What follows belongs to an exercise in optimizing a design on an open flow for small area and a short achievable clock period; a production flow would make more cautious choices.
No run shown here included a check of the RTL's function; only the layout flow was run.
Power and IR drop assume default switching activity.

==> design.v <==
`timescale 1ns/1ps
module mac (
    input clk,
    input rst,
    input [15:0] a,
    input [15:0] b,
    input [31:0] acc_in,
    output [31:0] acc_out
);
reg [15:0] ar, br;
reg [61:0] e2;
wire bp_0_0;
wire bp_0_1;
wire bp_0_2;
wire bp_0_3;
wire bp_0_4;
wire bp_0_5;
wire bp_0_6;
wire bp_0_7;
wire bp_0_8;
wire bp_0_9;
wire bp_0_10;
wire bp_0_11;
wire bp_0_12;
wire bp_0_13;
wire bp_0_14;
wire bp_0_15;
wire bp_0_16;
wire ns_0;
wire bp_1_0;
wire bp_1_1;
wire bp_1_2;
wire bp_1_3;
wire bp_1_4;
wire bp_1_5;
wire bp_1_6;
wire bp_1_7;
wire bp_1_8;
wire bp_1_9;
wire bp_1_10;
wire bp_1_11;
wire bp_1_12;
wire bp_1_13;
wire bp_1_14;
wire bp_1_15;
wire bp_1_16;
wire ns_1;
wire bp_2_0;
wire bp_2_1;
wire bp_2_2;
wire bp_2_3;
wire bp_2_4;
wire bp_2_5;
wire bp_2_6;
wire bp_2_7;
wire bp_2_8;
wire bp_2_9;
wire bp_2_10;
wire bp_2_11;
wire bp_2_12;
wire bp_2_13;
wire bp_2_14;
wire bp_2_15;
wire bp_2_16;
wire ns_2;
wire bp_3_0;
wire bp_3_1;
wire bp_3_2;
wire bp_3_3;
wire bp_3_4;
wire bp_3_5;
wire bp_3_6;
wire bp_3_7;
wire bp_3_8;
wire bp_3_9;
wire bp_3_10;
wire bp_3_11;
wire bp_3_12;
wire bp_3_13;
wire bp_3_14;
wire bp_3_15;
wire bp_3_16;
wire ns_3;
wire bp_4_0;
wire bp_4_1;
wire bp_4_2;
wire bp_4_3;
wire bp_4_4;
wire bp_4_5;
wire bp_4_6;
wire bp_4_7;
wire bp_4_8;
wire bp_4_9;
wire bp_4_10;
wire bp_4_11;
wire bp_4_12;
wire bp_4_13;
wire bp_4_14;
wire bp_4_15;
wire bp_4_16;
wire ns_4;
wire bp_5_0;
wire bp_5_1;
wire bp_5_2;
wire bp_5_3;
wire bp_5_4;
wire bp_5_5;
wire bp_5_6;
wire bp_5_7;
wire bp_5_8;
wire bp_5_9;
wire bp_5_10;
wire bp_5_11;
wire bp_5_12;
wire bp_5_13;
wire bp_5_14;
wire bp_5_15;
wire bp_5_16;
wire ns_5;
wire bp_6_0;
wire bp_6_1;
wire bp_6_2;
wire bp_6_3;
wire bp_6_4;
wire bp_6_5;
wire bp_6_6;
wire bp_6_7;
wire bp_6_8;
wire bp_6_9;
wire bp_6_10;
wire bp_6_11;
wire bp_6_12;
wire bp_6_13;
wire bp_6_14;
wire bp_6_15;
wire bp_6_16;
wire ns_6;
wire bp_7_0;
wire bp_7_1;
wire bp_7_2;
wire bp_7_3;
wire bp_7_4;
wire bp_7_5;
wire bp_7_6;
wire bp_7_7;
wire bp_7_8;
wire bp_7_9;
wire bp_7_10;
wire bp_7_11;
wire bp_7_12;
wire bp_7_13;
wire bp_7_14;
wire bp_7_15;
wire bp_7_16;
wire ns_7;
wire bp_8_0;
wire bp_8_1;
wire bp_8_2;
wire bp_8_3;
wire bp_8_4;
wire bp_8_5;
wire bp_8_6;
wire bp_8_7;
wire bp_8_8;
wire bp_8_9;
wire bp_8_10;
wire bp_8_11;
wire bp_8_12;
wire bp_8_13;
wire bp_8_14;
wire bp_8_15;
wire s_1;
wire c_2;
wire s_3;
wire c_4;
wire s_5;
wire c_6;
wire s_7;
wire c_8;
wire s_9;
wire c_10;
wire s_11;
wire c_12;
wire s_13;
wire c_14;
wire s_15;
wire c_16;
wire s_17;
wire c_18;
wire s_19;
wire c_20;
wire s_21;
wire c_22;
wire s_23;
wire c_24;
wire s_25;
wire c_26;
wire s_27;
wire c_28;
wire s_29;
wire c_30;
wire s_31;
wire c_32;
wire s_33;
wire c_34;
wire s_35;
wire c_36;
wire s_37;
wire c_38;
wire s_39;
wire c_40;
wire s_41;
wire c_42;
wire s_43;
wire c_44;
wire s_45;
wire c_46;
wire s_47;
wire c_48;
wire s_49;
wire c_50;
wire s_51;
wire c_52;
wire s_53;
wire c_54;
wire s_55;
wire c_56;
wire s_57;
wire c_58;
wire s_59;
wire c_60;
wire s_61;
wire c_62;
wire s_63;
wire c_64;
wire s_65;
wire c_66;
wire s_67;
wire c_68;
wire s_69;
wire c_70;
wire s_71;
wire c_72;
wire s_73;
wire c_74;
wire s_75;
wire c_76;
wire s_77;
wire c_78;
wire s_79;
wire c_80;
wire s_81;
wire c_82;
wire s_83;
wire c_84;
wire s_85;
wire c_86;
wire s_87;
wire c_88;
wire s_89;
wire c_90;
wire s_91;
wire c_92;
wire s_93;
wire c_94;
wire s_95;
wire c_96;
wire s_97;
wire c_98;
wire s_99;
wire c_100;
wire s_101;
wire c_102;
wire s_103;
wire c_104;
wire s_105;
wire c_106;
wire s_107;
wire c_108;
wire s_109;
wire c_110;
wire s_111;
wire c_112;
wire s_113;
wire c_114;
wire s_115;
wire c_116;
wire s_117;
wire c_118;
wire s_119;
wire c_120;
wire s_121;
wire c_122;
wire s_123;
wire c_124;
wire s_125;
wire c_126;
wire s_127;
wire c_128;
wire s_129;
wire c_130;
wire s_131;
wire c_132;
wire s_133;
wire c_134;
wire s_135;
wire c_136;
wire s_137;
wire c_138;
wire s_139;
wire c_140;
wire s_141;
wire c_142;
wire s_143;
wire c_144;
wire s_145;
wire c_146;
wire s_147;
wire c_148;
wire s_149;
wire c_150;
wire s_151;
wire c_152;
wire s_153;
wire c_154;
wire s_155;
wire c_156;
wire s_157;
wire c_158;
wire s_159;
wire c_160;
wire s_161;
wire c_162;
wire s_163;
wire c_164;
wire s_165;
wire c_166;
wire s_167;
wire c_168;
wire s_169;
wire c_170;
wire s_171;
wire c_172;
wire s_173;
wire c_174;
wire s_175;
wire c_176;
wire s_177;
wire c_178;
wire s_179;
wire c_180;
wire s_181;
wire c_182;
wire s_183;
wire c_184;
wire s_185;
wire c_186;
wire s_187;
wire c_188;
wire s_189;
wire c_190;
wire s_191;
wire c_192;
wire s_193;
wire c_194;
wire s_195;
wire c_196;
wire s_197;
wire c_198;
wire s_199;
wire c_200;
wire s_201;
wire c_202;
wire s_203;
wire c_204;
wire s_205;
wire c_206;
wire s_207;
wire c_208;
wire s_209;
wire c_210;
wire s_211;
wire c_212;
wire s_213;
wire c_214;
wire s_215;
wire c_216;
wire s_217;
wire c_218;
wire s_219;
wire c_220;
wire s_221;
wire c_222;
wire s_223;
wire c_224;
wire s_225;
wire c_226;
wire one0 = br[0] ^ 1'b0;
wire two0 = (br[1] & ~br[0] & ~1'b0) | (~br[1] & br[0] & 1'b0);
wire neg0 = br[1];
assign bp_0_0 = ((one0 & ar[0]) | (two0 & 1'b0)) ^ neg0;
assign bp_0_1 = ((one0 & ar[1]) | (two0 & ar[0])) ^ neg0;
assign bp_0_2 = ((one0 & ar[2]) | (two0 & ar[1])) ^ neg0;
assign bp_0_3 = ((one0 & ar[3]) | (two0 & ar[2])) ^ neg0;
assign bp_0_4 = ((one0 & ar[4]) | (two0 & ar[3])) ^ neg0;
assign bp_0_5 = ((one0 & ar[5]) | (two0 & ar[4])) ^ neg0;
assign bp_0_6 = ((one0 & ar[6]) | (two0 & ar[5])) ^ neg0;
assign bp_0_7 = ((one0 & ar[7]) | (two0 & ar[6])) ^ neg0;
assign bp_0_8 = ((one0 & ar[8]) | (two0 & ar[7])) ^ neg0;
assign bp_0_9 = ((one0 & ar[9]) | (two0 & ar[8])) ^ neg0;
assign bp_0_10 = ((one0 & ar[10]) | (two0 & ar[9])) ^ neg0;
assign bp_0_11 = ((one0 & ar[11]) | (two0 & ar[10])) ^ neg0;
assign bp_0_12 = ((one0 & ar[12]) | (two0 & ar[11])) ^ neg0;
assign bp_0_13 = ((one0 & ar[13]) | (two0 & ar[12])) ^ neg0;
assign bp_0_14 = ((one0 & ar[14]) | (two0 & ar[13])) ^ neg0;
assign bp_0_15 = ((one0 & ar[15]) | (two0 & ar[14])) ^ neg0;
assign bp_0_16 = ((one0 & 1'b0) | (two0 & ar[15])) ^ neg0;
assign ns_0 = ~neg0;
wire one1 = br[2] ^ br[1];
wire two1 = (br[3] & ~br[2] & ~br[1]) | (~br[3] & br[2] & br[1]);
wire neg1 = br[3];
assign bp_1_0 = ((one1 & ar[0]) | (two1 & 1'b0)) ^ neg1;
assign bp_1_1 = ((one1 & ar[1]) | (two1 & ar[0])) ^ neg1;
assign bp_1_2 = ((one1 & ar[2]) | (two1 & ar[1])) ^ neg1;
assign bp_1_3 = ((one1 & ar[3]) | (two1 & ar[2])) ^ neg1;
assign bp_1_4 = ((one1 & ar[4]) | (two1 & ar[3])) ^ neg1;
assign bp_1_5 = ((one1 & ar[5]) | (two1 & ar[4])) ^ neg1;
assign bp_1_6 = ((one1 & ar[6]) | (two1 & ar[5])) ^ neg1;
assign bp_1_7 = ((one1 & ar[7]) | (two1 & ar[6])) ^ neg1;
assign bp_1_8 = ((one1 & ar[8]) | (two1 & ar[7])) ^ neg1;
assign bp_1_9 = ((one1 & ar[9]) | (two1 & ar[8])) ^ neg1;
assign bp_1_10 = ((one1 & ar[10]) | (two1 & ar[9])) ^ neg1;
assign bp_1_11 = ((one1 & ar[11]) | (two1 & ar[10])) ^ neg1;
assign bp_1_12 = ((one1 & ar[12]) | (two1 & ar[11])) ^ neg1;
assign bp_1_13 = ((one1 & ar[13]) | (two1 & ar[12])) ^ neg1;
assign bp_1_14 = ((one1 & ar[14]) | (two1 & ar[13])) ^ neg1;
assign bp_1_15 = ((one1 & ar[15]) | (two1 & ar[14])) ^ neg1;
assign bp_1_16 = ((one1 & 1'b0) | (two1 & ar[15])) ^ neg1;
assign ns_1 = ~neg1;
wire one2 = br[4] ^ br[3];
wire two2 = (br[5] & ~br[4] & ~br[3]) | (~br[5] & br[4] & br[3]);
wire neg2 = br[5];
assign bp_2_0 = ((one2 & ar[0]) | (two2 & 1'b0)) ^ neg2;
assign bp_2_1 = ((one2 & ar[1]) | (two2 & ar[0])) ^ neg2;
assign bp_2_2 = ((one2 & ar[2]) | (two2 & ar[1])) ^ neg2;
assign bp_2_3 = ((one2 & ar[3]) | (two2 & ar[2])) ^ neg2;
assign bp_2_4 = ((one2 & ar[4]) | (two2 & ar[3])) ^ neg2;
assign bp_2_5 = ((one2 & ar[5]) | (two2 & ar[4])) ^ neg2;
assign bp_2_6 = ((one2 & ar[6]) | (two2 & ar[5])) ^ neg2;
assign bp_2_7 = ((one2 & ar[7]) | (two2 & ar[6])) ^ neg2;
assign bp_2_8 = ((one2 & ar[8]) | (two2 & ar[7])) ^ neg2;
assign bp_2_9 = ((one2 & ar[9]) | (two2 & ar[8])) ^ neg2;
assign bp_2_10 = ((one2 & ar[10]) | (two2 & ar[9])) ^ neg2;
assign bp_2_11 = ((one2 & ar[11]) | (two2 & ar[10])) ^ neg2;
assign bp_2_12 = ((one2 & ar[12]) | (two2 & ar[11])) ^ neg2;
assign bp_2_13 = ((one2 & ar[13]) | (two2 & ar[12])) ^ neg2;
assign bp_2_14 = ((one2 & ar[14]) | (two2 & ar[13])) ^ neg2;
assign bp_2_15 = ((one2 & ar[15]) | (two2 & ar[14])) ^ neg2;
assign bp_2_16 = ((one2 & 1'b0) | (two2 & ar[15])) ^ neg2;
assign ns_2 = ~neg2;
wire one3 = br[6] ^ br[5];
wire two3 = (br[7] & ~br[6] & ~br[5]) | (~br[7] & br[6] & br[5]);
wire neg3 = br[7];
assign bp_3_0 = ((one3 & ar[0]) | (two3 & 1'b0)) ^ neg3;
assign bp_3_1 = ((one3 & ar[1]) | (two3 & ar[0])) ^ neg3;
assign bp_3_2 = ((one3 & ar[2]) | (two3 & ar[1])) ^ neg3;
assign bp_3_3 = ((one3 & ar[3]) | (two3 & ar[2])) ^ neg3;
assign bp_3_4 = ((one3 & ar[4]) | (two3 & ar[3])) ^ neg3;
assign bp_3_5 = ((one3 & ar[5]) | (two3 & ar[4])) ^ neg3;
assign bp_3_6 = ((one3 & ar[6]) | (two3 & ar[5])) ^ neg3;
assign bp_3_7 = ((one3 & ar[7]) | (two3 & ar[6])) ^ neg3;
assign bp_3_8 = ((one3 & ar[8]) | (two3 & ar[7])) ^ neg3;
assign bp_3_9 = ((one3 & ar[9]) | (two3 & ar[8])) ^ neg3;
assign bp_3_10 = ((one3 & ar[10]) | (two3 & ar[9])) ^ neg3;
assign bp_3_11 = ((one3 & ar[11]) | (two3 & ar[10])) ^ neg3;
assign bp_3_12 = ((one3 & ar[12]) | (two3 & ar[11])) ^ neg3;
assign bp_3_13 = ((one3 & ar[13]) | (two3 & ar[12])) ^ neg3;
assign bp_3_14 = ((one3 & ar[14]) | (two3 & ar[13])) ^ neg3;
assign bp_3_15 = ((one3 & ar[15]) | (two3 & ar[14])) ^ neg3;
assign bp_3_16 = ((one3 & 1'b0) | (two3 & ar[15])) ^ neg3;
assign ns_3 = ~neg3;
wire one4 = br[8] ^ br[7];
wire two4 = (br[9] & ~br[8] & ~br[7]) | (~br[9] & br[8] & br[7]);
wire neg4 = br[9];
assign bp_4_0 = ((one4 & ar[0]) | (two4 & 1'b0)) ^ neg4;
assign bp_4_1 = ((one4 & ar[1]) | (two4 & ar[0])) ^ neg4;
assign bp_4_2 = ((one4 & ar[2]) | (two4 & ar[1])) ^ neg4;
assign bp_4_3 = ((one4 & ar[3]) | (two4 & ar[2])) ^ neg4;
assign bp_4_4 = ((one4 & ar[4]) | (two4 & ar[3])) ^ neg4;
assign bp_4_5 = ((one4 & ar[5]) | (two4 & ar[4])) ^ neg4;
assign bp_4_6 = ((one4 & ar[6]) | (two4 & ar[5])) ^ neg4;
assign bp_4_7 = ((one4 & ar[7]) | (two4 & ar[6])) ^ neg4;
assign bp_4_8 = ((one4 & ar[8]) | (two4 & ar[7])) ^ neg4;
assign bp_4_9 = ((one4 & ar[9]) | (two4 & ar[8])) ^ neg4;
assign bp_4_10 = ((one4 & ar[10]) | (two4 & ar[9])) ^ neg4;
assign bp_4_11 = ((one4 & ar[11]) | (two4 & ar[10])) ^ neg4;
assign bp_4_12 = ((one4 & ar[12]) | (two4 & ar[11])) ^ neg4;
assign bp_4_13 = ((one4 & ar[13]) | (two4 & ar[12])) ^ neg4;
assign bp_4_14 = ((one4 & ar[14]) | (two4 & ar[13])) ^ neg4;
assign bp_4_15 = ((one4 & ar[15]) | (two4 & ar[14])) ^ neg4;
assign bp_4_16 = ((one4 & 1'b0) | (two4 & ar[15])) ^ neg4;
assign ns_4 = ~neg4;
wire one5 = br[10] ^ br[9];
wire two5 = (br[11] & ~br[10] & ~br[9]) | (~br[11] & br[10] & br[9]);
wire neg5 = br[11];
assign bp_5_0 = ((one5 & ar[0]) | (two5 & 1'b0)) ^ neg5;
assign bp_5_1 = ((one5 & ar[1]) | (two5 & ar[0])) ^ neg5;
assign bp_5_2 = ((one5 & ar[2]) | (two5 & ar[1])) ^ neg5;
assign bp_5_3 = ((one5 & ar[3]) | (two5 & ar[2])) ^ neg5;
assign bp_5_4 = ((one5 & ar[4]) | (two5 & ar[3])) ^ neg5;
assign bp_5_5 = ((one5 & ar[5]) | (two5 & ar[4])) ^ neg5;
assign bp_5_6 = ((one5 & ar[6]) | (two5 & ar[5])) ^ neg5;
assign bp_5_7 = ((one5 & ar[7]) | (two5 & ar[6])) ^ neg5;
assign bp_5_8 = ((one5 & ar[8]) | (two5 & ar[7])) ^ neg5;
assign bp_5_9 = ((one5 & ar[9]) | (two5 & ar[8])) ^ neg5;
assign bp_5_10 = ((one5 & ar[10]) | (two5 & ar[9])) ^ neg5;
assign bp_5_11 = ((one5 & ar[11]) | (two5 & ar[10])) ^ neg5;
assign bp_5_12 = ((one5 & ar[12]) | (two5 & ar[11])) ^ neg5;
assign bp_5_13 = ((one5 & ar[13]) | (two5 & ar[12])) ^ neg5;
assign bp_5_14 = ((one5 & ar[14]) | (two5 & ar[13])) ^ neg5;
assign bp_5_15 = ((one5 & ar[15]) | (two5 & ar[14])) ^ neg5;
assign bp_5_16 = ((one5 & 1'b0) | (two5 & ar[15])) ^ neg5;
assign ns_5 = ~neg5;
wire one6 = br[12] ^ br[11];
wire two6 = (br[13] & ~br[12] & ~br[11]) | (~br[13] & br[12] & br[11]);
wire neg6 = br[13];
assign bp_6_0 = ((one6 & ar[0]) | (two6 & 1'b0)) ^ neg6;
assign bp_6_1 = ((one6 & ar[1]) | (two6 & ar[0])) ^ neg6;
assign bp_6_2 = ((one6 & ar[2]) | (two6 & ar[1])) ^ neg6;
assign bp_6_3 = ((one6 & ar[3]) | (two6 & ar[2])) ^ neg6;
assign bp_6_4 = ((one6 & ar[4]) | (two6 & ar[3])) ^ neg6;
assign bp_6_5 = ((one6 & ar[5]) | (two6 & ar[4])) ^ neg6;
assign bp_6_6 = ((one6 & ar[6]) | (two6 & ar[5])) ^ neg6;
assign bp_6_7 = ((one6 & ar[7]) | (two6 & ar[6])) ^ neg6;
assign bp_6_8 = ((one6 & ar[8]) | (two6 & ar[7])) ^ neg6;
assign bp_6_9 = ((one6 & ar[9]) | (two6 & ar[8])) ^ neg6;
assign bp_6_10 = ((one6 & ar[10]) | (two6 & ar[9])) ^ neg6;
assign bp_6_11 = ((one6 & ar[11]) | (two6 & ar[10])) ^ neg6;
assign bp_6_12 = ((one6 & ar[12]) | (two6 & ar[11])) ^ neg6;
assign bp_6_13 = ((one6 & ar[13]) | (two6 & ar[12])) ^ neg6;
assign bp_6_14 = ((one6 & ar[14]) | (two6 & ar[13])) ^ neg6;
assign bp_6_15 = ((one6 & ar[15]) | (two6 & ar[14])) ^ neg6;
assign bp_6_16 = ((one6 & 1'b0) | (two6 & ar[15])) ^ neg6;
assign ns_6 = ~neg6;
wire one7 = br[14] ^ br[13];
wire two7 = (br[15] & ~br[14] & ~br[13]) | (~br[15] & br[14] & br[13]);
wire neg7 = br[15];
assign bp_7_0 = ((one7 & ar[0]) | (two7 & 1'b0)) ^ neg7;
assign bp_7_1 = ((one7 & ar[1]) | (two7 & ar[0])) ^ neg7;
assign bp_7_2 = ((one7 & ar[2]) | (two7 & ar[1])) ^ neg7;
assign bp_7_3 = ((one7 & ar[3]) | (two7 & ar[2])) ^ neg7;
assign bp_7_4 = ((one7 & ar[4]) | (two7 & ar[3])) ^ neg7;
assign bp_7_5 = ((one7 & ar[5]) | (two7 & ar[4])) ^ neg7;
assign bp_7_6 = ((one7 & ar[6]) | (two7 & ar[5])) ^ neg7;
assign bp_7_7 = ((one7 & ar[7]) | (two7 & ar[6])) ^ neg7;
assign bp_7_8 = ((one7 & ar[8]) | (two7 & ar[7])) ^ neg7;
assign bp_7_9 = ((one7 & ar[9]) | (two7 & ar[8])) ^ neg7;
assign bp_7_10 = ((one7 & ar[10]) | (two7 & ar[9])) ^ neg7;
assign bp_7_11 = ((one7 & ar[11]) | (two7 & ar[10])) ^ neg7;
assign bp_7_12 = ((one7 & ar[12]) | (two7 & ar[11])) ^ neg7;
assign bp_7_13 = ((one7 & ar[13]) | (two7 & ar[12])) ^ neg7;
assign bp_7_14 = ((one7 & ar[14]) | (two7 & ar[13])) ^ neg7;
assign bp_7_15 = ((one7 & ar[15]) | (two7 & ar[14])) ^ neg7;
assign bp_7_16 = ((one7 & 1'b0) | (two7 & ar[15])) ^ neg7;
assign ns_7 = ~neg7;
assign bp_8_0 = ar[0] & br[15];
assign bp_8_1 = ar[1] & br[15];
assign bp_8_2 = ar[2] & br[15];
assign bp_8_3 = ar[3] & br[15];
assign bp_8_4 = ar[4] & br[15];
assign bp_8_5 = ar[5] & br[15];
assign bp_8_6 = ar[6] & br[15];
assign bp_8_7 = ar[7] & br[15];
assign bp_8_8 = ar[8] & br[15];
assign bp_8_9 = ar[9] & br[15];
assign bp_8_10 = ar[10] & br[15];
assign bp_8_11 = ar[11] & br[15];
assign bp_8_12 = ar[12] & br[15];
assign bp_8_13 = ar[13] & br[15];
assign bp_8_14 = ar[14] & br[15];
assign bp_8_15 = ar[15] & br[15];
assign s_1 = neg1 ^ bp_0_2 ^ bp_1_0;
assign c_2 = (neg1 & bp_0_2) | (neg1 & bp_1_0) | (bp_0_2 & bp_1_0);
assign s_3 = bp_0_3 ^ bp_1_1 ^ c_2;
assign c_4 = (bp_0_3 & bp_1_1) | (bp_0_3 & c_2) | (bp_1_1 & c_2);
assign s_5 = neg2 ^ bp_0_4 ^ bp_1_2;
assign c_6 = (neg2 & bp_0_4) | (neg2 & bp_1_2) | (bp_0_4 & bp_1_2);
assign s_7 = bp_2_0 ^ s_5 ^ c_4;
assign c_8 = (bp_2_0 & s_5) | (bp_2_0 & c_4) | (s_5 & c_4);
assign s_9 = bp_0_5 ^ bp_1_3 ^ bp_2_1;
assign c_10 = (bp_0_5 & bp_1_3) | (bp_0_5 & bp_2_1) | (bp_1_3 & bp_2_1);
assign s_11 = c_6 ^ s_9 ^ c_8;
assign c_12 = (c_6 & s_9) | (c_6 & c_8) | (s_9 & c_8);
assign s_13 = neg3 ^ bp_0_6 ^ bp_1_4;
assign c_14 = (neg3 & bp_0_6) | (neg3 & bp_1_4) | (bp_0_6 & bp_1_4);
assign s_15 = bp_2_2 ^ bp_3_0 ^ c_10;
assign c_16 = (bp_2_2 & bp_3_0) | (bp_2_2 & c_10) | (bp_3_0 & c_10);
assign s_17 = bp_0_7 ^ bp_1_5 ^ bp_2_3;
assign c_18 = (bp_0_7 & bp_1_5) | (bp_0_7 & bp_2_3) | (bp_1_5 & bp_2_3);
assign s_19 = bp_3_1 ^ c_14 ^ s_17;
assign c_20 = (bp_3_1 & c_14) | (bp_3_1 & s_17) | (c_14 & s_17);
assign s_21 = neg4 ^ bp_0_8 ^ bp_1_6;
assign c_22 = (neg4 & bp_0_8) | (neg4 & bp_1_6) | (bp_0_8 & bp_1_6);
assign s_23 = bp_2_4 ^ bp_3_2 ^ bp_4_0;
assign c_24 = (bp_2_4 & bp_3_2) | (bp_2_4 & bp_4_0) | (bp_3_2 & bp_4_0);
assign s_25 = c_18 ^ s_21 ^ s_23;
assign c_26 = (c_18 & s_21) | (c_18 & s_23) | (s_21 & s_23);
assign s_27 = bp_0_9 ^ bp_1_7 ^ bp_2_5;
assign c_28 = (bp_0_9 & bp_1_7) | (bp_0_9 & bp_2_5) | (bp_1_7 & bp_2_5);
assign s_29 = bp_3_3 ^ bp_4_1 ^ c_22;
assign c_30 = (bp_3_3 & bp_4_1) | (bp_3_3 & c_22) | (bp_4_1 & c_22);
assign s_31 = c_24 ^ s_27 ^ c_26;
assign c_32 = (c_24 & s_27) | (c_24 & c_26) | (s_27 & c_26);
assign s_33 = neg5 ^ bp_0_10 ^ bp_1_8;
assign c_34 = (neg5 & bp_0_10) | (neg5 & bp_1_8) | (bp_0_10 & bp_1_8);
assign s_35 = bp_2_6 ^ bp_3_4 ^ bp_4_2;
assign c_36 = (bp_2_6 & bp_3_4) | (bp_2_6 & bp_4_2) | (bp_3_4 & bp_4_2);
assign s_37 = bp_5_0 ^ c_28 ^ s_33;
assign c_38 = (bp_5_0 & c_28) | (bp_5_0 & s_33) | (c_28 & s_33);
assign s_39 = s_35 ^ c_30 ^ s_37;
assign c_40 = (s_35 & c_30) | (s_35 & s_37) | (c_30 & s_37);
assign s_41 = bp_0_11 ^ bp_1_9 ^ bp_2_7;
assign c_42 = (bp_0_11 & bp_1_9) | (bp_0_11 & bp_2_7) | (bp_1_9 & bp_2_7);
assign s_43 = bp_3_5 ^ bp_4_3 ^ bp_5_1;
assign c_44 = (bp_3_5 & bp_4_3) | (bp_3_5 & bp_5_1) | (bp_4_3 & bp_5_1);
assign s_45 = c_34 ^ c_36 ^ s_41;
assign c_46 = (c_34 & c_36) | (c_34 & s_41) | (c_36 & s_41);
assign s_47 = s_43 ^ c_38 ^ s_45;
assign c_48 = (s_43 & c_38) | (s_43 & s_45) | (c_38 & s_45);
assign s_49 = neg6 ^ bp_0_12 ^ bp_1_10;
assign c_50 = (neg6 & bp_0_12) | (neg6 & bp_1_10) | (bp_0_12 & bp_1_10);
assign s_51 = bp_2_8 ^ bp_3_6 ^ bp_4_4;
assign c_52 = (bp_2_8 & bp_3_6) | (bp_2_8 & bp_4_4) | (bp_3_6 & bp_4_4);
assign s_53 = bp_5_2 ^ bp_6_0 ^ c_42;
assign c_54 = (bp_5_2 & bp_6_0) | (bp_5_2 & c_42) | (bp_6_0 & c_42);
assign s_55 = c_44 ^ s_49 ^ s_51;
assign c_56 = (c_44 & s_49) | (c_44 & s_51) | (s_49 & s_51);
assign s_57 = c_46 ^ s_53 ^ s_55;
assign c_58 = (c_46 & s_53) | (c_46 & s_55) | (s_53 & s_55);
assign s_59 = bp_0_13 ^ bp_1_11 ^ bp_2_9;
assign c_60 = (bp_0_13 & bp_1_11) | (bp_0_13 & bp_2_9) | (bp_1_11 & bp_2_9);
assign s_61 = bp_3_7 ^ bp_4_5 ^ bp_5_3;
assign c_62 = (bp_3_7 & bp_4_5) | (bp_3_7 & bp_5_3) | (bp_4_5 & bp_5_3);
assign s_63 = bp_6_1 ^ c_50 ^ c_52;
assign c_64 = (bp_6_1 & c_50) | (bp_6_1 & c_52) | (c_50 & c_52);
assign s_65 = s_59 ^ s_61 ^ c_54;
assign c_66 = (s_59 & s_61) | (s_59 & c_54) | (s_61 & c_54);
assign s_67 = c_56 ^ s_63 ^ s_65;
assign c_68 = (c_56 & s_63) | (c_56 & s_65) | (s_63 & s_65);
assign s_69 = neg7 ^ bp_0_14 ^ bp_1_12;
assign c_70 = (neg7 & bp_0_14) | (neg7 & bp_1_12) | (bp_0_14 & bp_1_12);
assign s_71 = bp_2_10 ^ bp_3_8 ^ bp_4_6;
assign c_72 = (bp_2_10 & bp_3_8) | (bp_2_10 & bp_4_6) | (bp_3_8 & bp_4_6);
assign s_73 = bp_5_4 ^ bp_6_2 ^ bp_7_0;
assign c_74 = (bp_5_4 & bp_6_2) | (bp_5_4 & bp_7_0) | (bp_6_2 & bp_7_0);
assign s_75 = c_60 ^ c_62 ^ s_69;
assign c_76 = (c_60 & c_62) | (c_60 & s_69) | (c_62 & s_69);
assign s_77 = s_71 ^ s_73 ^ c_64;
assign c_78 = (s_71 & s_73) | (s_71 & c_64) | (s_73 & c_64);
assign s_79 = s_75 ^ c_66 ^ s_77;
assign c_80 = (s_75 & c_66) | (s_75 & s_77) | (c_66 & s_77);
assign s_81 = bp_0_15 ^ bp_1_13 ^ bp_2_11;
assign c_82 = (bp_0_15 & bp_1_13) | (bp_0_15 & bp_2_11) | (bp_1_13 & bp_2_11);
assign s_83 = bp_3_9 ^ bp_4_7 ^ bp_5_5;
assign c_84 = (bp_3_9 & bp_4_7) | (bp_3_9 & bp_5_5) | (bp_4_7 & bp_5_5);
assign s_85 = bp_6_3 ^ bp_7_1 ^ c_70;
assign c_86 = (bp_6_3 & bp_7_1) | (bp_6_3 & c_70) | (bp_7_1 & c_70);
assign s_87 = c_72 ^ c_74 ^ s_81;
assign c_88 = (c_72 & c_74) | (c_72 & s_81) | (c_74 & s_81);
assign s_89 = s_83 ^ c_76 ^ s_85;
assign c_90 = (s_83 & c_76) | (s_83 & s_85) | (c_76 & s_85);
assign s_91 = s_87 ^ c_78 ^ s_89;
assign c_92 = (s_87 & c_78) | (s_87 & s_89) | (c_78 & s_89);
assign s_93 = bp_8_0 ^ bp_0_16 ^ bp_1_14;
assign c_94 = (bp_8_0 & bp_0_16) | (bp_8_0 & bp_1_14) | (bp_0_16 & bp_1_14);
assign s_95 = bp_2_12 ^ bp_3_10 ^ bp_4_8;
assign c_96 = (bp_2_12 & bp_3_10) | (bp_2_12 & bp_4_8) | (bp_3_10 & bp_4_8);
assign s_97 = bp_5_6 ^ bp_6_4 ^ bp_7_2;
assign c_98 = (bp_5_6 & bp_6_4) | (bp_5_6 & bp_7_2) | (bp_6_4 & bp_7_2);
assign s_99 = c_82 ^ c_84 ^ s_93;
assign c_100 = (c_82 & c_84) | (c_82 & s_93) | (c_84 & s_93);
assign s_101 = s_95 ^ s_97 ^ c_86;
assign c_102 = (s_95 & s_97) | (s_95 & c_86) | (s_97 & c_86);
assign s_103 = c_88 ^ s_99 ^ c_90;
assign c_104 = (c_88 & s_99) | (c_88 & c_90) | (s_99 & c_90);
assign s_105 = ~(bp_8_1 ^ ns_0);
assign c_106 = bp_8_1 | ns_0;
assign s_107 = bp_1_15 ^ bp_2_13 ^ bp_3_11;
assign c_108 = (bp_1_15 & bp_2_13) | (bp_1_15 & bp_3_11) | (bp_2_13 & bp_3_11);
assign s_109 = bp_4_9 ^ bp_5_7 ^ bp_6_5;
assign c_110 = (bp_4_9 & bp_5_7) | (bp_4_9 & bp_6_5) | (bp_5_7 & bp_6_5);
assign s_111 = bp_7_3 ^ s_105 ^ c_94;
assign c_112 = (bp_7_3 & s_105) | (bp_7_3 & c_94) | (s_105 & c_94);
assign s_113 = c_96 ^ c_98 ^ s_107;
assign c_114 = (c_96 & c_98) | (c_96 & s_107) | (c_98 & s_107);
assign s_115 = s_109 ^ c_100 ^ s_111;
assign c_116 = (s_109 & c_100) | (s_109 & s_111) | (c_100 & s_111);
assign s_117 = s_113 ^ c_102 ^ s_115;
assign c_118 = (s_113 & c_102) | (s_113 & s_115) | (c_102 & s_115);
assign s_119 = ~(bp_8_2 ^ bp_1_16);
assign c_120 = bp_8_2 | bp_1_16;
assign s_121 = bp_2_14 ^ bp_3_12 ^ bp_4_10;
assign c_122 = (bp_2_14 & bp_3_12) | (bp_2_14 & bp_4_10) | (bp_3_12 & bp_4_10);
assign s_123 = bp_5_8 ^ bp_6_6 ^ bp_7_4;
assign c_124 = (bp_5_8 & bp_6_6) | (bp_5_8 & bp_7_4) | (bp_6_6 & bp_7_4);
assign s_125 = c_106 ^ c_108 ^ c_110;
assign c_126 = (c_106 & c_108) | (c_106 & c_110) | (c_108 & c_110);
assign s_127 = s_119 ^ s_121 ^ s_123;
assign c_128 = (s_119 & s_121) | (s_119 & s_123) | (s_121 & s_123);
assign s_129 = c_112 ^ c_114 ^ s_125;
assign c_130 = (c_112 & c_114) | (c_112 & s_125) | (c_114 & s_125);
assign s_131 = s_127 ^ c_116 ^ s_129;
assign c_132 = (s_127 & c_116) | (s_127 & s_129) | (c_116 & s_129);
assign s_133 = bp_8_3 ^ ns_1 ^ bp_2_15;
assign c_134 = (bp_8_3 & ns_1) | (bp_8_3 & bp_2_15) | (ns_1 & bp_2_15);
assign s_135 = bp_3_13 ^ bp_4_11 ^ bp_5_9;
assign c_136 = (bp_3_13 & bp_4_11) | (bp_3_13 & bp_5_9) | (bp_4_11 & bp_5_9);
assign s_137 = bp_6_7 ^ bp_7_5 ^ c_120;
assign c_138 = (bp_6_7 & bp_7_5) | (bp_6_7 & c_120) | (bp_7_5 & c_120);
assign s_139 = c_122 ^ c_124 ^ s_133;
assign c_140 = (c_122 & c_124) | (c_122 & s_133) | (c_124 & s_133);
assign s_141 = s_135 ^ c_126 ^ c_128;
assign c_142 = (s_135 & c_126) | (s_135 & c_128) | (c_126 & c_128);
assign s_143 = s_137 ^ s_139 ^ c_130;
assign c_144 = (s_137 & s_139) | (s_137 & c_130) | (s_139 & c_130);
assign s_145 = ~(bp_8_4 ^ bp_2_16);
assign c_146 = bp_8_4 | bp_2_16;
assign s_147 = bp_3_14 ^ bp_4_12 ^ bp_5_10;
assign c_148 = (bp_3_14 & bp_4_12) | (bp_3_14 & bp_5_10) | (bp_4_12 & bp_5_10);
assign s_149 = bp_6_8 ^ bp_7_6 ^ c_134;
assign c_150 = (bp_6_8 & bp_7_6) | (bp_6_8 & c_134) | (bp_7_6 & c_134);
assign s_151 = c_136 ^ s_145 ^ s_147;
assign c_152 = (c_136 & s_145) | (c_136 & s_147) | (s_145 & s_147);
assign s_153 = c_138 ^ c_140 ^ s_149;
assign c_154 = (c_138 & c_140) | (c_138 & s_149) | (c_140 & s_149);
assign s_155 = s_151 ^ c_142 ^ s_153;
assign c_156 = (s_151 & c_142) | (s_151 & s_153) | (c_142 & s_153);
assign s_157 = bp_8_5 ^ ns_2 ^ bp_3_15;
assign c_158 = (bp_8_5 & ns_2) | (bp_8_5 & bp_3_15) | (ns_2 & bp_3_15);
assign s_159 = bp_4_13 ^ bp_5_11 ^ bp_6_9;
assign c_160 = (bp_4_13 & bp_5_11) | (bp_4_13 & bp_6_9) | (bp_5_11 & bp_6_9);
assign s_161 = bp_7_7 ^ c_146 ^ c_148;
assign c_162 = (bp_7_7 & c_146) | (bp_7_7 & c_148) | (c_146 & c_148);
assign s_163 = s_157 ^ s_159 ^ c_150;
assign c_164 = (s_157 & s_159) | (s_157 & c_150) | (s_159 & c_150);
assign s_165 = c_152 ^ s_161 ^ c_154;
assign c_166 = (c_152 & s_161) | (c_152 & c_154) | (s_161 & c_154);
assign s_167 = ~(bp_8_6 ^ bp_3_16);
assign c_168 = bp_8_6 | bp_3_16;
assign s_169 = bp_4_14 ^ bp_5_12 ^ bp_6_10;
assign c_170 = (bp_4_14 & bp_5_12) | (bp_4_14 & bp_6_10) | (bp_5_12 & bp_6_10);
assign s_171 = bp_7_8 ^ c_158 ^ c_160;
assign c_172 = (bp_7_8 & c_158) | (bp_7_8 & c_160) | (c_158 & c_160);
assign s_173 = s_167 ^ s_169 ^ c_162;
assign c_174 = (s_167 & s_169) | (s_167 & c_162) | (s_169 & c_162);
assign s_175 = s_171 ^ c_164 ^ s_173;
assign c_176 = (s_171 & c_164) | (s_171 & s_173) | (c_164 & s_173);
assign s_177 = bp_8_7 ^ ns_3 ^ bp_4_15;
assign c_178 = (bp_8_7 & ns_3) | (bp_8_7 & bp_4_15) | (ns_3 & bp_4_15);
assign s_179 = bp_5_13 ^ bp_6_11 ^ bp_7_9;
assign c_180 = (bp_5_13 & bp_6_11) | (bp_5_13 & bp_7_9) | (bp_6_11 & bp_7_9);
assign s_181 = c_168 ^ c_170 ^ s_177;
assign c_182 = (c_168 & c_170) | (c_168 & s_177) | (c_170 & s_177);
assign s_183 = s_179 ^ c_172 ^ s_181;
assign c_184 = (s_179 & c_172) | (s_179 & s_181) | (c_172 & s_181);
assign s_185 = ~(bp_8_8 ^ bp_4_16);
assign c_186 = bp_8_8 | bp_4_16;
assign s_187 = bp_5_14 ^ bp_6_12 ^ bp_7_10;
assign c_188 = (bp_5_14 & bp_6_12) | (bp_5_14 & bp_7_10) | (bp_6_12 & bp_7_10);
assign s_189 = c_178 ^ c_180 ^ s_185;
assign c_190 = (c_178 & c_180) | (c_178 & s_185) | (c_180 & s_185);
assign s_191 = s_187 ^ c_182 ^ s_189;
assign c_192 = (s_187 & c_182) | (s_187 & s_189) | (c_182 & s_189);
assign s_193 = bp_8_9 ^ ns_4 ^ bp_5_15;
assign c_194 = (bp_8_9 & ns_4) | (bp_8_9 & bp_5_15) | (ns_4 & bp_5_15);
assign s_195 = bp_6_13 ^ bp_7_11 ^ c_186;
assign c_196 = (bp_6_13 & bp_7_11) | (bp_6_13 & c_186) | (bp_7_11 & c_186);
assign s_197 = c_188 ^ s_193 ^ c_190;
assign c_198 = (c_188 & s_193) | (c_188 & c_190) | (s_193 & c_190);
assign s_199 = s_195 ^ c_192 ^ s_197;
assign c_200 = (s_195 & c_192) | (s_195 & s_197) | (c_192 & s_197);
assign s_201 = ~(bp_8_10 ^ bp_5_16);
assign c_202 = bp_8_10 | bp_5_16;
assign s_203 = bp_6_14 ^ bp_7_12 ^ c_194;
assign c_204 = (bp_6_14 & bp_7_12) | (bp_6_14 & c_194) | (bp_7_12 & c_194);
assign s_205 = s_201 ^ c_196 ^ s_203;
assign c_206 = (s_201 & c_196) | (s_201 & s_203) | (c_196 & s_203);
assign s_207 = bp_8_11 ^ ns_5 ^ bp_6_15;
assign c_208 = (bp_8_11 & ns_5) | (bp_8_11 & bp_6_15) | (ns_5 & bp_6_15);
assign s_209 = bp_7_13 ^ c_202 ^ s_207;
assign c_210 = (bp_7_13 & c_202) | (bp_7_13 & s_207) | (c_202 & s_207);
assign s_211 = c_204 ^ s_209 ^ c_206;
assign c_212 = (c_204 & s_209) | (c_204 & c_206) | (s_209 & c_206);
assign s_213 = ~(bp_8_12 ^ bp_6_16);
assign c_214 = bp_8_12 | bp_6_16;
assign s_215 = bp_7_14 ^ c_208 ^ s_213;
assign c_216 = (bp_7_14 & c_208) | (bp_7_14 & s_213) | (c_208 & s_213);
assign s_217 = bp_8_13 ^ ns_6 ^ bp_7_15;
assign c_218 = (bp_8_13 & ns_6) | (bp_8_13 & bp_7_15) | (ns_6 & bp_7_15);
assign s_219 = c_214 ^ s_217 ^ c_216;
assign c_220 = (c_214 & s_217) | (c_214 & c_216) | (s_217 & c_216);
assign s_221 = ~(bp_8_14 ^ bp_7_16);
assign c_222 = bp_8_14 | bp_7_16;
assign s_223 = c_218 ^ s_221 ^ c_220;
assign c_224 = (c_218 & s_221) | (c_218 & c_220) | (s_221 & c_220);
assign s_225 = bp_8_15 ^ ns_7 ^ c_222;
assign c_226 = (bp_8_15 & ns_7) | (bp_8_15 & c_222) | (ns_7 & c_222);
wire [61:0] e2_d;
assign e2_d[0] = bp_0_0;
assign e2_d[1] = neg0;
assign e2_d[2] = bp_0_1;
assign e2_d[3] = s_1;
assign e2_d[4] = s_3;
assign e2_d[5] = s_7;
assign e2_d[6] = s_11;
assign e2_d[7] = s_13;
assign e2_d[8] = c_12;
assign e2_d[9] = s_15;
assign e2_d[10] = c_16;
assign e2_d[11] = s_19;
assign e2_d[12] = c_20;
assign e2_d[13] = s_25;
assign e2_d[14] = s_29;
assign e2_d[15] = s_31;
assign e2_d[16] = c_32;
assign e2_d[17] = s_39;
assign e2_d[18] = c_40;
assign e2_d[19] = s_47;
assign e2_d[20] = c_48;
assign e2_d[21] = s_57;
assign e2_d[22] = c_58;
assign e2_d[23] = s_67;
assign e2_d[24] = c_68;
assign e2_d[25] = s_79;
assign e2_d[26] = c_80;
assign e2_d[27] = s_91;
assign e2_d[28] = s_101;
assign e2_d[29] = c_92;
assign e2_d[30] = s_103;
assign e2_d[31] = c_104;
assign e2_d[32] = s_117;
assign e2_d[33] = c_118;
assign e2_d[34] = s_131;
assign e2_d[35] = s_141;
assign e2_d[36] = c_132;
assign e2_d[37] = s_143;
assign e2_d[38] = c_144;
assign e2_d[39] = s_155;
assign e2_d[40] = s_163;
assign e2_d[41] = c_156;
assign e2_d[42] = s_165;
assign e2_d[43] = c_166;
assign e2_d[44] = s_175;
assign e2_d[45] = c_174;
assign e2_d[46] = c_176;
assign e2_d[47] = s_183;
assign e2_d[48] = c_184;
assign e2_d[49] = s_191;
assign e2_d[50] = s_199;
assign e2_d[51] = c_198;
assign e2_d[52] = c_200;
assign e2_d[53] = s_205;
assign e2_d[54] = s_211;
assign e2_d[55] = c_210;
assign e2_d[56] = c_212;
assign e2_d[57] = s_215;
assign e2_d[58] = s_219;
assign e2_d[59] = s_223;
assign e2_d[60] = c_224;
assign e2_d[61] = s_225;
reg [31:0] pr;
wire [31:0] row0 = {e2[60], e2[59], e2[58], e2[55], e2[54], e2[51], e2[50], e2[48], e2[45], e2[43], e2[40], e2[38], e2[35], e2[33], e2[31], e2[28], e2[26], e2[24], e2[22], e2[20], e2[18], e2[16], e2[14], e2[12], e2[10], e2[7], e2[6], e2[5], e2[4], e2[3], e2[2], e2[0]};
wire [31:0] row1 = {e2[61], 1'b0, 1'b0, e2[56], 1'b0, e2[52], 1'b0, e2[49], e2[46], e2[44], e2[41], e2[39], e2[36], e2[34], e2[32], e2[29], e2[27], e2[25], e2[23], e2[21], e2[19], e2[17], e2[15], e2[13], e2[11], e2[8], 1'b0, 1'b0, 1'b0, 1'b0, 1'b0, e2[1]};
wire [31:0] row2 = {1'b0, 1'b0, 1'b0, e2[57], 1'b0, e2[53], 1'b0, 1'b0, e2[47], 1'b0, e2[42], 1'b0, e2[37], 1'b0, 1'b0, e2[30], 1'b0, 1'b0, 1'b0, 1'b0, 1'b0, 1'b0, 1'b0, 1'b0, 1'b0, e2[9], 1'b0, 1'b0, 1'b0, 1'b0, 1'b0, 1'b0};
wire [31:0] prod = row0 + row1 + row2;
reg [31:0] s4, s5;
always @(posedge clk or posedge rst) begin
  if (rst) begin
    ar <= 16'd0; br <= 16'd0; e2 <= 0; pr <= 32'd0; s4 <= 32'd0; s5 <= 32'd0;
  end else begin
    ar <= a; br <= b; e2 <= e2_d; pr <= prod; s4 <= pr + acc_in; s5 <= s4;
  end
end
assign acc_out = s5;
endmodule
==> run.sh <==
#!/bin/bash
# synth_recipe.tcl (not shown) runs the flow's synth.tcl, then flattens the netlist and writes it again
# the make line also repeats each setting of config.mk as NAME=value (left out here)
make -C /OpenROAD-flow-scripts/flow DESIGN_CONFIG=/design/flow/config.mk WORK_HOME=/design/flow/orfs CLKGATE_MAP_FILE= SYNTH_SCRIPT=/design/flow/synth_recipe.tcl finish
==> config.mk <==
export PLATFORM = sky130hd
export DESIGN_NAME = mac
export DESIGN_NICKNAME = mac
export VERILOG_FILES = /design/flow/design.v
export SDC_FILE = /design/flow/constraint.sdc
export NUM_CORES = 4
export LEC_CHECK = 0
export CAP_MARGIN = 20
export CORE_MARGIN = 2
export CORE_UTILIZATION = 40
export SLEW_MARGIN = 20
==> constraint.sdc <==
create_clock -name core_clock -period 6.5 [get_ports {clk}]
set_input_delay 1.3000 -clock core_clock [delete_from_list [all_inputs] [get_ports {clk}]]
set_output_delay 1.3000 -clock core_clock [all_outputs]
set_load 0.01 [all_outputs]
==> out/summary.txt, run 1 <==
first-pass GRT wire length - 67.1 mm
maximum buffer depth of the clock tree - 2
Die Wd - 204 um
Setup CP Type - flip-flop to flip-flop
commonest cells after routing, fill and taps aside - nand2_1, o21ai_0, dfrtp_1, a21oi_1, nor2_1
Post-synth EDFFs - 0
CTS tree - yes
Port-buffer cells - 97
WP data required - 6.85 ns
DRT Pass-1 Iters - 6
post-detailed-route DRC marker count - 0
Synth Area per Inst - 8.46 sq um
Post-Syn Area - 0.0161 sq mm
Design Area, Final - 0.0179 sq mm
Total Nets Final - 2129
ranking of synthesized cells by area - dfrtp_1, fa_1, ha_1
share of cells above drive strength 1 - 0.0466
HP Start - s4[15]$_DFF_PP0_
via count - 13233
Initial Util - 0.405
CP Launch Point - ar[13]$_DFF_PP0_
Critical Path Fanout Max - 24
Max Slew Vio Count - 0
DR vias/cell - 5.48
clock-pin slew on the worst setup and hold paths - 0.08 ns
Die Span Y - 204 um
Max Clock Freq - 249 MHz
Pwr Density - 416 mW/mm^2
ys async rst share - 1.00
GRT Util Overall - 0.204
Antenna Violating Nets Remaining - 0
Clock Tree Root - clkbuf_16
area post-placement - 0.0173 sq mm
number of warnings issued by yosys - 1
CP startpoint kind - flip-flop
dpl hpwl - 30.2 mm
row cnt - 73
Post-CTS Hold Buffers - 0
worst-path cell chain - inv_1, nand3_1, o211ai_1, o21ai_0, o21ai_0, fa_1, inv_1, fa_1, inv_1, fa_1, inv_1, fa_1
Setup crit end kind - flip-flop
H-tree depth - 4
DIE AREA - 0.0418 sq mm
HP Class - flip-flop to flip-flop
clock latency at the later pin of the worst-skew pair - 0.47 ns
status - no timing/DRC/antenna violations
Resize count post-CTS - 0
max cap viols - 0
First DRT Iteration DRCs - 1152
most common cell after layout, fill and taps aside - nand2_1
total gr overflow - 0
# setup viols final - 0
count of cell types in the netlist - 71
Worst VDD drop - 202 uV
Reg2Reg Launch Point - ar[13]$_DFF_PP0_
Rel. slew slack - 0.311
area leader, netlist - dfrtp_1
Final Hold Viols - 0
Clock Sinks - 190
CP max stage delay - 0.96 ns
Critical Path Slowest Stage Cell - dfrtp_1
Post-Syn Nets - 2155
Cells after Synth - 1901
Worst Skew - 0.0128 ns
ys flop type - dfrtp_1
post-synth top area share - 0.296
Worst-Margin Slew - 1.02 ns
fin crit period - 4.02 ns
setup_tns - 0 ns
Routed WL - 41.8 mm
initial antenna violation count - 0
Final Wtd Congestion - 0.917
core region area - 0.0397 sq mm
largest net degree at the start of global routing - 97
worst path arrival time - 4.37 ns
post-CTS setup buffers - 0
vias in the first global route - 12511
P&R area growth vs syn - 11.5%
# diodes - 0
clock buffer count from CTS - 17
post-synthesis sequential area ratio - 0.296
RSZ-0062 raised after global routing - false
Leak - 0.00752 uW
# IOs - 98
WL/cell - 17.3 um
flops & latches, synth - 190
period utilisation layout - 0.619
## per-layer routing
metal	global-route usage	share of wire
met1	0.281	0.46
met2	0.322	0.46
met3	0.0396	0.062
met4	0.0673	0.021
met5	0	0
## layout make-up
class                   count  area [sq um]
inverters                 134           510
fillers                  3789         21800
well taps                 525           657
clock buffers              18           439
flip-flops and latches    190          4760
repair buffers            127          1200
clock inverters            14           188
multi-input cells        1405         10200
## power breakdown
group          switching (uW)  total, uW  internal [uW]
clock network             541       1110            567
logic                    2550       4450           1900
registers                 183       1900           1710
total                    3280       7450           4180
## cell families after synthesis
logic type               synth area share
AO/OA/AOI/OAI                       0.228
buffers and inverters              0.0720
flip-flops                          0.296
multiplexers                     0.000623
adder cells (fa/ha/maj)             0.224
AND/OR/NAND/NOR                     0.133
XOR/XNOR                           0.0463
## critical path: cells and delay by family, from the launching register on
family	cells	cell delay [ns]
AND/OR/NAND/NOR	1	0.18
AO/OA/AOI/OAI	3	0.41
flip-flops	1	0.96
buffers and inverters	4	0.60
adder cells (fa/ha/maj)	4	1.74
## cells in the mapped netlist, drive strengths merged, types with 9 or more instances
master,n
o21ai,183
dfrtp,190
nand4,15
inv,131
nor2,157
fa,111
o22ai,28
a22oi,32
o21a,14
xor2,32
nand3,47
o211ai,34
a221oi,14
nand2b,10
a211oi,37
clkbuf,131
maj3,42
ha,77
nor2b,11
nand2,197
a31oi,19
nor3b,9
and2,15
a21oi,176
xnor2,53
a21o,22
buf,41
## worst paths after layout
check                              endpoint  slack (ns)  cells after the start
setup / recovery           e2[32]$_DFF_PP0_        2.48                     12
hold / removal             s5[15]$_DFF_PP0_        0.35                      0
setup reg to reg           e2[32]$_DFF_PP0_        2.48                     12
hold reg to reg            s5[15]$_DFF_PP0_        0.35                      0
max in group asynchronous  br[10]$_DFF_PP0_        4.02                      3
min in group asynchronous   s5[5]$_DFF_PP0_        1.33                      2
## state kept, by name (all words and copies together) (netlist names)
name / count
ar: 16
s5: 32
e2: 62
br: 16
pr: 32
s4: 32
## per-stage QoR
step | setup slack [ns] | hold WS, ns | total power [uW] | cells | utilization
6_report | 2.48 | 0.350 | 7450 | 2413 | 0.451
5_1_grt | 2.23 | 0.354 | 8160 | 2413 | 0.451
4_1_cts | 2.29 | 0.351 | 7500 | 2413 | 0.451
2_1_floorplan | 0.0295 | 0.331 | 5190 | 1901 | -
3_3_place_gp | 2.36 | 0.332 | 6280 | 2381 | 0.435
3_5_place_dp | 2.29 | 0.335 | 6370 | 2381 | 0.435
==> inputs of run 2 (changes only) <==
--- a/config.mk
+++ b/config.mk
@@ -10,2 +10,3 @@
 export CORE_UTILIZATION = 40
+export SETUP_SLACK_MARGIN = 3.5
 export SLEW_MARGIN = 20
==> run 2 against run 1 <==
Compared with the run above: die area unchanged; sequential power barely moved; utilization increased by 6.8 points; final cell count rose by 5.8%; design area up 15%; clock skew about the same; sequential share of layout area down 3.3 points; largest power group unchanged.
==> out/summary.txt, run 2 <==
post-synthesis sequential area ratio - 0.296
Post-synth top cells - nand2_1, dfrtp_1, o21ai_0
clock buffer count from CTS - 17
worst reg-to-reg setup slack - 3.27 ns
Reg with most FFs - e2
clock latency at the later pin of the worst-skew pair - 0.47 ns
Setup CP Type - flip-flop to flip-flop
worst-path cell chain - buf_12, clkinvlp_4, nand3_2, o211ai_1, o21ai_0, o21ai_1, fa_2, inv_2, fa_2, inv_2, fa_1, inv_1, fa_1
worst path bufs/invs - 5
Comb pwr share - 0.637
Cells after Synth - 1901
HP Class - flip-flop to flip-flop
setup_tns - 0 ns
GRT Util Overall - 0.235
DRT Pass-1 Iters - 7
share of cells above drive strength 1 - 0.217
total gr overflow - 0
Setup crit end kind - flip-flop
Rel. slew slack - 0.469
Critical Path Fanout Max - 9
crit-path leading delay family - adder cells
P&R area growth vs syn - 28.3%
Max Clock Freq - 309 MHz
Post-Syn Area - 0.0161 sq mm
WP data required - 6.84 ns
CP startpoint kind - flip-flop
Largest register FFs - 62
CP max stage delay - 0.53 ns
Die Wd - 204 um
Worst-Margin Slew - 0.797 ns
Design Power - 8190 uW
core region area - 0.0397 sq mm
First DRT Iteration DRCs - 1397
Pwr Density - 397 mW/mm^2
clock power share - 0.127
Port-buffer cells - 97
Critical Path Slowest Stage Cell - fa_2
flops & latches, synth - 190
row cnt - 73
Post-Syn Nets - 2155
Final Wtd Congestion - 0.907
via count - 14570
Reg area - 0.00481 sq mm
maximum buffer depth of the clock tree - 2
H-tree depth - 4
worst path arrival time - 3.58 ns
Antenna Violating Nets Remaining - 0
Total Nets Final - 2270
Initial Util - 0.405
ys async rst share - 1.00
clock-pin slew on the worst setup and hold paths - 0.07 ns
vias in the first global route - 13953
post-detailed-route DRC marker count - 0
number of warnings issued by yosys - 1
post-synth top area share - 0.296
initial antenna violation count - 0
Power Internal - 4640 uW
Max Slew Vio Count - 0
Design Area, Final - 0.0206 sq mm
Final Hold Viols - 0
Die Span Y - 204 um
switching share of power - 0.433
first-pass GRT wire length - 76.1 mm
Fill cells - 3656
Worst Skew - 0.0129 ns
area leader, netlist - dfrtp_1
# diodes - 0
CTS tree - yes
Post-synth EDFFs - 0
DR vias/cell - 5.71
# IOs - 98
top-count cell post-synth - nand2_1
Post-CTS Hold Buffers - 0
# setup viols final - 0
P_sw - 3550 uW
ranking of synthesized cells by area - dfrtp_1, fa_1, ha_1
Clock Tree Root - clkbuf_16
DIE AREA - 0.0418 sq mm
Leak - 0.00854 uW
Synth Area per Inst - 8.46 sq um
area post-placement - 0.0175 sq mm
ys flop type - dfrtp_1
RSZ-0062 raised after global routing - true
Clock Sinks - 190
Multi-input gate area - 0.0111 sq mm
fin crit period - 3.23 ns
commonest cells after routing, fill and taps aside - nand2_1, dfrtp_1, a21oi_1, nor2_1, o21ai_0
Routed WL - 49.1 mm
most common cell after layout, fill and taps aside - nand2_1
count of cell types in the netlist - 71
Worst VDD drop - 205 uV
dpl hpwl - 29.9 mm
share of power burned in registers - 0.236
period utilisation layout - 0.498
status - no timing/DRC/antenna violations
WL/cell - 19.2 um
largest net degree at the start of global routing - 144
max cap viols - 0
==> run 2: area by class of cell <==
class / instances / share of cell area
Clock buffer: 17 / 0.0206
Clock inverter: 14 / 0.00746
Inverter: 134 / 0.0277
Multi-Input combinational cell: 1406 / 0.537
Sequential cell: 190 / 0.233
Tap cell: 525 / 0.0318
Timing Repair Buffer: 267 / 0.142
==> run 2: through the flow <==
| step | cells | hold WS (ns) | worst slack [ns] | utilization |
|---|---|---|---|---|
| after CTS | 2513 | 0.351 | 3.26 | 0.499 |
| final | 2553 | 0.348 | 3.27 | 0.519 |
| after global placement | 2378 | 0.332 | 2.54 | 0.440 |
| after detailed placement | 2378 | 0.335 | 2.51 | 0.440 |
| after floorplan | 1901 | 0.331 | 2.75 | - |
| after global routing | 2553 | 0.352 | 3.14 | 0.519 |
==> run 2: power by group through the flow <==
stage | clock network (uW) | registers (uW) | logic (uW)
after floorplan | 0 | 1930 | 3380
after global placement | 0 | 1950 | 4430
after detailed placement | 0 | 1960 | 4520
after CTS | 1080 | 1930 | 4860
after global routing | 1120 | 1980 | 5770
final | 1040 | 1930 | 5220
==> run 2: worst paths after layout <==
path	start	cells after the start	to
max	br[3]$_DFF_PP0_	13	e2[32]$_DFF_PP0_
min in group asynchronous	rst	2	s5[9]$_DFF_PP0_
min reg2reg	s4[5]$_DFF_PP0_	0	s5[5]$_DFF_PP0_
max reg2reg	br[3]$_DFF_PP0_	13	e2[32]$_DFF_PP0_
max in group asynchronous	rst	3	ar[13]$_DFF_PP0_
min	s4[5]$_DFF_PP0_	0	s5[5]$_DFF_PP0_
==> run 2: cells by family (layout without fill, tap and decap cells) <==
group / Yosys count / in the layout / share of synthesized area
compound gates: 601 / 601 / 0.228
buf+inv: 306 / 432 / 0.0720
fa+ha+maj: 230 / 230 / 0.224
mux: 1 / 1 / 0.000623
simple gates: 488 / 489 / 0.133
xor+xnor: 85 / 85 / 0.0463
flops: 190 / 190 / 0.296
==> run 2: what timing repair did <==
action                                 4_1_cts  5_1_grt
cloned                                      10        3
pin swaps                                   50       48
endpoints found under the hold margin        0        0
resized for setup                          225      128
buffers inserted                            94       36
setup endpoints to repair                   71       67
==> run 2: worst register-to-register path, stage by stage, from the launching register on <==
cell,delay (ns)
dfrtp_4,0.48
buf_12,0.15
clkinvlp_4,0.18
nand3_2,0.12
o211ai_1,0.09
o21ai_0,0.08
o21ai_1,0.10
fa_2,0.53
inv_2,0.04
fa_2,0.37
inv_2,0.06
fa_1,0.40
inv_1,0.09
fa_1,0.40
==> run 2: per-layer routing <==
layer / global-route usage / up-vias / wire (um)
met5: 0 / - / 0
met4: 0.105 / 0 / 2130
met3: 0.0407 / 144 / 3350
met2: 0.377 / 613 / 22600
met1: 0.310 / 7029 / 21000
li1: - / 6784 / -

[what the ideal ports hide]
The results above use ideal ports. As a check the final layouts listed here were re-extracted and re-timed, cells and wires unchanged. Step 1 sets driving cells, clkbuf_16 on the clock port and buf_2 on the other inputs (assumed; they add their load-dependent delay and slew). Step 2, shift: input delay + t, output delay - t, t = (earliest + latest rising clock arrival at the registers) / 2. This alone moves slack from input paths to output paths. Slacks: ideal / step 1 / step 2; pairs: ideal / step 1.
run	t (ns)	setup WS [ns]	clock arrival spread, ns	worst register clock-pin slew, ns
run 1	0.514	2.479 / 2.479 / 2.264	0.014 / 0.015	0.08 / 0.08
run 2	0.520	3.265 / 3.265 / 2.986	0.013 / 0.013	0.08 / 0.08
After both steps every run listed still meets setup and hold. The setup slack of run 2, which loses most, moves by 0.000 ns with the drivers and by -0.279 ns with both steps.
